From an optimization exercise on the open Yosys and OpenROAD flow, aimed at a short achievable clock period and few clock cycles; shortcuts taken in it are not production practice.
RTL that was checked went through simulation tests only; none was proved equivalent to the original.
No activity file was given, so power comes from the tool's default toggle rates.

Design MCU, start of the top module:
module MCU(clk,reset,imem_addr,imem_data,dmem_addr,dmem_we,dmem_wdata,dmem_rdata,
           in_data,out_we,out_addr,out_data);
input clk,reset;
output [7:0] imem_addr;
input [16:0] imem_data;
output [7:0] dmem_addr;
output dmem_we;
output [7:0] dmem_wdata;
input [7:0] dmem_rdata;
input [7:0] in_data;
output out_we;
output [7:0] out_addr, out_data;
localparam [4:0] OP_ADD = 5'b00001, OP_ANI = 5'b00010, OP_ADI = 5'b00011,
                 OP_SUB = 5'b00100, OP_SLT = 5'b00101, OP_NOT = 5'b00110,
                 OP_LD  = 5'b00111, OP_ST  = 5'b01000, OP_MOV = 5'b01001,
                 OP_JMP = 5'b01010, OP_JMR = 5'b01011, OP_JML = 5'b01100,
                 OP_ORI = 5'b01101, OP_XOR = 5'b01110, OP_SHL = 5'b01111,
                 OP_SHR = 5'b10001, OP_BZ  = 5'b10010, OP_BNZ = 5'b10011,
                 OP_IN  = 5'b10100, OP_OUT = 5'b10101;
reg [7:0]  pc_f;         
reg [7:0]  pc_o;         
reg        kill_f;       
reg [16:0] ir_d;         
reg [7:0]  pc1_d;        
reg        kill_d;       
reg [7:0]  a_ex, b_ex;   
reg [7:0]  a2_ex, b2_ex;   
reg [7:0]  q_addr;       
reg [7:0]  q_wdata;      
reg [2:0]  sh_ex;
reg [7:0]  mskl_ex, mskr_ex;   
reg [2:0]  da_ex;
reg        rw_ex, mw_ex, out_ex;
reg        add_ex, sub_ex, slt_ex, and_ex, or_ex, xor_ex, not_ex, mov_ex,
           shl_ex, shr_ex, ld_ex, in_ex;
reg        bz_ex, bnz_ex, jr_ex, jpc_ex;
reg        pend_ex;      
reg [7:0]  t_ex;         
reg [7:0]  t1_ex;        
reg        az_ex;        
reg        fc_v;         
reg [7:0]  fc_key;       
reg [7:0]  fc_s;         
reg [7:0]  fc_t;         
reg [7:0]  fc_x3;        
reg [2:0]  fc_r;         
reg        fc_pol;       
reg        fold_f;       
reg        fold_v;       
reg        fv_pred;      
reg        pf_en;        
reg [7:0]  pf_key, pf_s, pf_t, pf_x3;
  ...
Size in the first run: ~77 I/O pins.
clock: 8.0 ns
lec_check: 0
abc_clock_period_in_ps: 2000
cap_margin: 20
core_margin: 2
core_utilization: 30
slew_margin: 20
synth_hierarchical: 1
tns_end_percent: 100
standard.sh (not shown) runs the stock make flow with config.mk's settings and CLKGATE_MAP_FILE= SYNTH_SCRIPT=/design/flow/synth_recipe.tcl, a recipe that flattens the netlist after the stock synthesis.
==> flow/flow/run.sh <==
#!/bin/bash
set -euo pipefail
bash standard.sh SETUP_SLACK_MARGIN=5.5 MATCH_CELL_FOOTPRINT=0 \
  "BUFFER_PORTS_ARGS=-buffer_cell sky130_fd_sc_hd__buf_4" finish > standard_flow.log 2>&1
The first run finished clean.
Testbench counts at the start, summed over its fixed seeds: cycles 136,101.
Change:
CORE_UTILIZATION = 55   (was 30)
Cell area is lower by 0.41%; via count stays flat; sequential power barely changes; global-route usage climbs by 15 points; power goes up by 0.69%; hold slack stays flat; cell count shrinks by 14%; setup slack improved by 0.0046 ns; synthesized cell count does not change.
Change:
==> flow/flow/run.sh (replaced) <==
#!/bin/bash
set -euo pipefail
bash standard.sh SETUP_SLACK_MARGIN=5.8 MATCH_CELL_FOOTPRINT=0 \
  "BUFFER_PORTS_ARGS=-buffer_cell sky130_fd_sc_hd__buf_4" finish > standard_flow.log 2>&1
CORE_UTILIZATION = 40   (was 55)
What happened:
- design area rose by 6.6%
- clock power increases by about 5%
- setup slack got worse by 0.070 ns
- area after synthesis does not change


Another version of the RTL of MCU (not shown whole).
Size: roughly 77 I/O pins.
Design MCU, start of the top module:
module MCU(clk,reset,imem_addr,imem_data,dmem_addr,dmem_we,dmem_wdata,dmem_rdata,
           in_data,out_we,out_addr,out_data);
Settings: LEC_CHECK=0, ABC_CLOCK_PERIOD_IN_PS=2000, CAP_MARGIN=20, CORE_MARGIN=2, CORE_UTILIZATION=40, CTS_CLUSTER_DIAMETER=150, CTS_CLUSTER_SIZE=50, SLEW_MARGIN=20, SYNTH_HIERARCHICAL=1, TNS_END_PERCENT=100; clock period 8.0 ns.
==> flow/flow/run.sh <==
#!/bin/bash
set -euo pipefail
bash standard.sh SETUP_SLACK_MARGIN=5.5 MATCH_CELL_FOOTPRINT=0 \
  "BUFFER_PORTS_ARGS=-buffer_cell sky130_fd_sc_hd__buf_4" finish > standard_flow.log 2>&1
Rerun with:
- CTS_CLUSTER_DIAMETER: 150 -> not set
- CTS_CLUSTER_SIZE: 50 -> not set
Cell area is unchanged.
Sequential power barely changes.
Synthesized area is unchanged.
Worst setup slack does not change.
Routed wire length is unchanged.
Power stays the same.
Hold slack is unchanged.
Maximum frequency does not change.
Die area stays the same.
Count of clock-buffer cells in the layout stays the same.
No run of this note included a check of the RTL's function; only the layout flow was run.

==> what the ideal ports hide <==
The flow's constraints put no driver on any port. The routed layouts listed below were extracted and timed again, unchanged, in two steps.
Step 1: set_driving_cell puts a clkbuf_16 on clk and a buf_2 on each other input, an assumption about the parent block.
Step 2 also shifts input and output timing later by t, the mid clock arrival at the registers, as if the neighbouring blocks saw the same clock.
a / b / c = no drivers / after step 1 / after step 2; a / b = the first two.
run | t, ns | setup WS [ns] | worst setup path after step 2 | worst slew at a driven data input, ns
the first run of note 1 | 0.579 | 5.232 / 5.232 / 4.741 | input to register | 0.21
the second run of note 1 | 0.577 | 5.236 / 5.231 / 4.653 | input to register | 0.18
the third run of note 1 | 0.586 | 5.167 / 5.167 / 4.759 | input to register | 0.20
the first run of note 2 | 0.478 | 4.955 / 4.955 / 4.530 | input to register | 0.06
the second run of note 2 | 0.478 | 4.955 / 4.955 / 4.530 | input to register | 0.06
After both steps setup and hold are still met in every run listed. For the second run of note 1, which loses most, drivers alone change the setup slack by -0.005 ns; drivers and shift together by -0.583 ns.
